From an optimization exercise on the open Yosys and OpenROAD flow, aimed at small area and a short achievable clock period; shortcuts taken in it are not production practice.
Function was checked by simulation only, so behaviour that the tests miss may differ from the original.

[design/flow/config.mk]
export PLATFORM = sky130hd
export DESIGN_NAME = ALU_TOP
export DESIGN_NICKNAME = ALU_TOP
export VERILOG_FILES = /design/flow/design.v
export SDC_FILE = /design/flow/constraint.sdc
export NUM_CORES = 4
export LEC_CHECK = 0
export CAP_MARGIN = 20
export CORE_MARGIN = 2
export CORE_UTILIZATION = 40
export SLEW_MARGIN = 20
[design/flow/constraint.sdc]
create_clock -name core_clock -period 95.0 [get_ports {CLK}]
set_input_delay 19.0000 -clock core_clock [delete_from_list [all_inputs] [get_ports {CLK}]]
set_output_delay 19.0000 -clock core_clock [all_outputs]
set_load 0.01 [all_outputs]
[design/flow/run.sh]
#!/bin/bash
# synth_recipe.tcl (not shown) runs the flow's synth.tcl, then flattens the netlist and writes it again
# the make line also repeats each setting of config.mk as NAME=value (left out here)
make -C /OpenROAD-flow-scripts/flow DESIGN_CONFIG=/design/flow/config.mk WORK_HOME=/design/flow/orfs CLKGATE_MAP_FILE= SYNTH_SCRIPT=/design/flow/synth_recipe.tcl finish
[design/flow/design.v]
module Decoder_Unit (
input wire [1:0] ALU_FUN,
output reg Arith_Enable, Logic_Enable, CMP_Enable, Shift_Enable
	);
always @(*) begin
Arith_Enable = 0;
Logic_Enable = 0;
CMP_Enable = 0;
Shift_Enable = 0;
	case (ALU_FUN)
		2'b00:begin
			Arith_Enable = 1;
		end
		2'b01:begin
			Logic_Enable = 1;
		end
		2'b10:begin
			CMP_Enable = 1;
		end
		2'b11:begin
			Shift_Enable = 1;
		end
	endcase
end
endmodule
module ARITHMETIC_UNIT #(parameter Arith_In_WIDTH = 16, Arith_Out_WIDTH = 32)(
input wire signed [Arith_In_WIDTH-1 : 0] A,
input wire signed [Arith_In_WIDTH-1 : 0] B,
input wire [1:0] ALU_FUN,
input wire CLK,
input wire RST,
input wire Arith_Enable,
output reg signed [Arith_Out_WIDTH-1 : 0] Arith_OUT,
output reg Arith_Flag
 	);
always @(posedge CLK or negedge RST) begin
if (!RST) begin
	Arith_OUT <= 32'b0;
	Arith_Flag <= 0;
end
else if (Arith_Enable) begin
		case (ALU_FUN)
			2'b00:begin
				Arith_OUT <= A+B;
				Arith_Flag <= 1;			
			end
			2'b01:begin
				Arith_OUT <= A-B;
				Arith_Flag <= 1;			
			end
			2'b10:begin
				Arith_OUT <= A*B;
				Arith_Flag <= 1;			
			end
			2'b11:begin
				if (B == 0) begin
					Arith_OUT <= 32'b0;
				end else begin
					Arith_OUT <= A/B;
				end
				Arith_Flag <= 1;			
			end
		endcase
end 
else begin
	Arith_OUT <= 32'b0;
	Arith_Flag <= 0;
end
end
endmodule
module LOGIC_UNIT #(parameter Logic_In_WIDTH = 16, Logic_Out_WIDTH = 16) (
input wire signed [Logic_In_WIDTH-1 : 0] A,
input wire signed [Logic_In_WIDTH-1 : 0] B,
input wire [1:0] ALU_FUN,
input wire CLK,
input wire RST,
input wire Logic_Enable,
output reg [Logic_Out_WIDTH-1 : 0] Logic_OUT,
output reg Logic_Flag
	);
always @(posedge CLK or negedge RST) begin
if (!RST) begin
	Logic_OUT <= 0;
	Logic_Flag <= 0;
end
else if (Logic_Enable) begin
		case (ALU_FUN)
			2'b00:begin
				Logic_OUT <= A&B;
				Logic_Flag <= 1;			
			end
			2'b01:begin
				Logic_OUT <= A|B;
				Logic_Flag <= 1;			
			end
			2'b10:begin
				Logic_OUT <= ~(A&B);
				Logic_Flag <= 1;			
			end
			2'b11:begin
				Logic_OUT <= ~(A|B);
				Logic_Flag <= 1;			
			end
		endcase
end 
else begin
	Logic_OUT <= 0;
	Logic_Flag <= 0;
end
end
endmodule
module CMP_UNIT #(parameter CMP_In_WIDTH = 16, CMP_Out_WIDTH = 2) (
input wire signed [CMP_In_WIDTH-1:0] A,
input wire signed [CMP_In_WIDTH-1:0] B,
input wire [1:0] ALU_FUN,
input wire CLK,
input wire RST,
input wire CMP_Enable,
output reg [CMP_Out_WIDTH-1:0] CMP_OUT,
output reg CMP_Flag
	);
always @(posedge CLK or negedge RST) begin
if (!RST) begin
	CMP_OUT <= 0;
	CMP_Flag <= 0;
end
else if (CMP_Enable) begin
		case (ALU_FUN)
			2'b00:begin
				CMP_Flag <= 1;
				CMP_OUT <= 0;	
			end
			2'b01:begin
				CMP_Flag <= 1;
				if (A == B) begin
					CMP_OUT <= 1;					
				end	else begin
					CMP_OUT <= 0;
				end			
			end
			2'b10:begin
				CMP_Flag <= 1;	
				if (A > B) begin
					CMP_OUT <= 2;					
				end	else begin
					CMP_OUT <= 0;
				end			
			end
			2'b11:begin
				CMP_Flag <= 1;
				if (A < B) begin
					CMP_OUT <= 3;					
				end	else begin
					CMP_OUT <= 0;
				end			
			end
		endcase
end 
else begin
	CMP_OUT <= 0;
	CMP_Flag <= 0;
end
end
endmodule 
module SHIFT_UNIT #(parameter Shift_In_WIDTH = 16, Shift_Out_WIDTH = 17)(
input wire signed [Shift_In_WIDTH-1:0] A,
input wire signed [Shift_In_WIDTH-1:0] B,
input wire [1:0] ALU_FUN,
input wire CLK,
input wire RST,
input wire Shift_Enable,
output reg [Shift_Out_WIDTH-1:0] Shift_OUT,
output reg Shift_Flag
 	);
always @(posedge CLK or negedge RST) begin
if (!RST) begin
	Shift_OUT <= 0;
	Shift_Flag <= 0;
end
else if (Shift_Enable) begin
		case (ALU_FUN)
			2'b00:begin
				Shift_OUT <= A >> 1;
				Shift_Flag <= 1;			
			end
			2'b01:begin
				Shift_OUT <= A << 1;
				Shift_Flag <= 1;			
			end
			2'b10:begin
				Shift_OUT <= B >> 1;
				Shift_Flag <= 1;			
			end
			2'b11:begin
				Shift_OUT <= B << 1;
				Shift_Flag <= 1;			
			end
		endcase
end 
else begin
	Shift_OUT <= 0;
	Shift_Flag <= 0;
end
end
endmodule
module ALU_TOP #(parameter Data_In_WIDTH = 16, Arith_Out_WIDTH = 32, Logic_Out_WIDTH = 16, CMP_Out_WIDTH = 2, Shift_Out_WIDTH = 17) (
input wire signed [Data_In_WIDTH-1 : 0] A,
input wire signed [Data_In_WIDTH-1 : 0] B,
input wire [3:0] ALU_FUNC,
input wire CLK,
input wire RST,
output wire signed [Arith_Out_WIDTH-1 : 0] Arith_OUT, 
output wire [Logic_Out_WIDTH-1 : 0] Logic_OUT,
output wire [CMP_Out_WIDTH-1 : 0] CMP_OUT,
output wire [Shift_Out_WIDTH-1 : 0] SHIFT_OUT,
output wire Arith_Flag, Logic_Flag, CMP_Flag, SHIFT_Flag 
	);
wire Arith_Enable, Logic_Enable, CMP_Enable, Shift_Enable;
Decoder_Unit Decoder(
.ALU_FUN(ALU_FUNC[3:2]),
.Arith_Enable(Arith_Enable),
.Logic_Enable(Logic_Enable),
.CMP_Enable(CMP_Enable),
.Shift_Enable(Shift_Enable)
	);
ARITHMETIC_UNIT #(.Arith_In_WIDTH(Data_In_WIDTH),.Arith_Out_WIDTH(Arith_Out_WIDTH)) Arith_unit(
.A(A),
.B(B),
.ALU_FUN(ALU_FUNC[1:0]),
.CLK(CLK),
.RST(RST),
.Arith_Enable(Arith_Enable),
.Arith_OUT(Arith_OUT),
.Arith_Flag(Arith_Flag)
	);
LOGIC_UNIT #(.Logic_In_WIDTH(Data_In_WIDTH),.Logic_Out_WIDTH(Logic_Out_WIDTH)) Logic_unit(
.A(A),
.B(B),
.ALU_FUN(ALU_FUNC[1:0]),
.CLK(CLK),
.RST(RST),
.Logic_Enable(Logic_Enable),
.Logic_OUT(Logic_OUT),
.Logic_Flag(Logic_Flag)
	);
CMP_UNIT #(.CMP_In_WIDTH(Data_In_WIDTH),.CMP_Out_WIDTH(CMP_Out_WIDTH)) CMP_unit(
.A(A),
.B(B),
.ALU_FUN(ALU_FUNC[1:0]),
.CLK(CLK),
.RST(RST),
.CMP_Enable(CMP_Enable),
.CMP_OUT(CMP_OUT),
.CMP_Flag(CMP_Flag)
	);
SHIFT_UNIT #(.Shift_In_WIDTH(Data_In_WIDTH),.Shift_Out_WIDTH(Shift_Out_WIDTH)) Shift_unit(
.A(A),
.B(B),
.ALU_FUN(ALU_FUNC[1:0]),
.CLK(CLK),
.RST(RST),
.Shift_Enable(Shift_Enable),
.Shift_OUT(SHIFT_OUT),
.Shift_Flag(SHIFT_Flag)
	);
endmodule
==> notes.md <==
[synth_stat cells, drive strengths merged (34+ instances only)]
library cell  number  area share (%)
nor3             162             1.9
a21oi            417             4.8
or2               34            0.49
nand4             59            0.89
nor2b             66            0.95
xor2             130             2.6
dfrtp             71             4.1
inv              472             4.1
nand3            144             1.7
nand2b            64            0.92
o211ai            55            0.95
o21ai            319             3.7
nand2            604             5.2
a21o             179             3.1
nor2             596             5.2
or3               83             1.2
xnor2            298             6.0
buf               60            0.65
clkbuf           139             1.2
a211oi            69             1.3
and2              45            0.65
a221oi            34            0.69
ha               662              19
mux2i             36            0.83
o21bai            41            0.71
o31ai             61             1.1
and3              52            0.75
mux2              57             1.5
a31oi             75             1.1
o21a             122             2.1
fa               264              12
[path summary, 6_finish.rpt]
path / endpoint / depth (start not counted) / from
max in group asynchronous: Arith_unit.Arith_OUT[2] / 1 / RST
min in group core_clock: Shift_unit.Shift_OUT[16] / 4 / B[15]
max: Arith_unit.Arith_OUT[24] / 301 / B[10]
min: Shift_unit.Shift_OUT[13] / 1 / RST
[per-layer routing]
layer,track usage [%],up-vias,part of all wire [%]
met4,9.22,2,3.5
li1,-,21494,-
met3,5.51,303,9.3
met1,44.9,22158,46
met5,0,-,0.0073
met2,46.4,2015,41
[worst max-delay path, delay by kind of cell]
family / cells / cell delay, ns
buffers and inverters: 27 / 6.68
AOI/OAI and AO/OA: 145 / 33.87
xor gates and xnor gates: 2 / 0.40
and+or+nand+nor: 88 / 19.29
muxes: 8 / 2.38
adders and majority gates: 31 / 9.49
[logic make-up after synthesis]
family | share of synthesized area, %
mux | 3.00
flops | 4.10
compound gates | 25.2
other cells | 0.0173
buf+inv | 6.04
simple gates | 21.7
xor+xnor | 8.65
fa+ha+maj | 31.3
[cells in the final DEF, fill, tap and decap left out, types with 155 or more instances in the layout]
cell type	count
nor2_1	589
fa_1	264
nand2_1	595
ha_1	662
nor3_1	155
xnor2_1	290
o21ai_0	287
a21o_1	178
a21oi_1	408
buf_4	254
inv_1	467
[area by class of cell]
cell class	instances	area (sq um)	share of cell area (%)
multi-input combinational	5262	40100	82.1
timing repair buffer	367	3060	6.27
inverter	484	1820	3.74
sequential	71	1780	3.64
tap	1403	1760	3.59
clock buffer	9	225	0.461
clock inverter	7	78.8	0.161
antenna	1	2.50	0.00512
[state kept, by name, indices dropped and copies added, names as in the netlist]
name,count
Arith_unit.Arith_OUT,32
Shift_unit.Shift_OUT,17
Logic_unit.Logic_OUT,16
CMP_unit.CMP_OUT,2
Arith_unit.Arith_Flag,1
CMP_unit.CMP_Flag,1
Logic_unit.Logic_Flag,1
Shift_unit.Shift_Flag,1
[timing repair]
item                                    in CTS  in global routing
resized for setup                            5                 96
hold buffers                                 0                  0
buffers inserted                             0                 16
endpoints found under the setup margin      10                 32
pin swaps                                    0                 16
gates cloned                                 0                  2
==> results.yml <==
run_status:
  outcome: "complete, no violations"
cts:
  cts.htree.levels: 3
  cts_tree: "yes"
  cts_buffer_depth: 2
  clock_sinks: 71
  root_buffer: "clkbuf_16"
  path_clk_slew_ns: 0.07
  cts_made_buffers: 9
critical_path:
  worstPathRequired_ns: 95.23
  critPathSlowestCell: "clkdlybuf4s50_1"
  start_kind: "input pin"
  crit_type: "input pin to flop"
  crit_top_cell: "ha_1"
  worstSetupEndpointType: "flop"
  crit_path_max_fanout: 27
  critPathArrivalTime_ns: 91.27
  critPathMaxStageDelay_ns: 1.01
final_layout:
  drive_gt1_share_pct: 8.77
  fin_util_pct: 45.6
  area_delta_synth_final_pct: 12.7
  layout.nets: 7159
  final_cells: 7604
  fillers: 11106
  post-route-cell-area_sq_um: 48800
placement:
  portBuffers: 108
  place_ws_ns: -0.911
  postPlaceCellArea_sq_um: 48000
  dp.final_hpwl_microns: 142000
  place_congestion: 1.00
  dp.cells: 7569
floorplanning:
  start_util_pct: 40.4
  dieArea_sq_um: 111000
  die_w_microns: 333
  core_sq_um: 107000
  io_pins: 109
  die-height_microns: 333
  rows: 120
yosys:
  syn_area_sq_um: 43300
  ys_warn_count: 5
  async_reset_ff_share_pct: 100
  synth-seq-cells: 71
  synth_edf_count: 0
  syn_inst: 5864
  synthDistinctLibCells: 118
  synthFlopType: "dfrtp_1"
  syn_area_per_cell_sq_um: 7.39
  seq_area_frac_synth_pct: 4.10
flow_run:
  drv_cap: 0
drt:
  vias: 45972
  via_per_inst: 6.05
  drt_iter0_drc: 4583
  wl_microns: 178000
  wl_per_cell_microns: 23.3
  dr.pass1.iters: 8
  ant_nets: 0
  drc: 0
sta:
  fmaxAchievable_mhz: 11.0
  finalSetupViolations: 0
  period_needed_ns: 91.03
  timing.final.ws_setup_ns: 3.97
  maxSlewHeadroom_pct: 15.1
  timing.final.crit_share_pct: 95.8
  finalHoldViolCount: 0
  slew_violations: 0
  setup_tns_ns: 0
  tightest_slew_ns: 1.26
  whs_ns: 18.69
global_route:
  grt_max_degree: 72
  grt_pass1_wl_microns: 267000
  overflow: 0
  grt_pass1_vias: 43126
  grt_usage_pct: 31.0
  antenna_found_initial: 8
worst_hold_path:
  worstHoldPathType: "input pin to async pin"

[what the ideal ports hide]
In the flow no input, the clock included, has a driving cell. The finished layout below was timed again as built, in two steps. Step 1 (the two cells are an assumption about what drives the block):
set clk [get_ports {CLK}]
set_driving_cell -lib_cell sky130_fd_sc_hd__clkbuf_16 $clk
set_driving_cell -lib_cell sky130_fd_sc_hd__buf_2 [delete_from_list [all_inputs] $clk]
Step 2 also shifts input and output timing later by t, the mid clock arrival at the registers, as if the neighbouring blocks saw the same clock. Slacks: no drivers / after step 1 / after step 2; pairs: no drivers / after step 1.
t, ns: 0.429
slack for setup (ns): 3.967 / 3.991 / 3.562
worst setup path after step 2: input to register
worst slew at a driven data input, ns: 0.11
cell pins on the clock port's net: 1
After both steps this run still meets setup and hold. For this run, drivers alone change the setup slack by +0.024 ns; drivers and shift together by -0.405 ns.
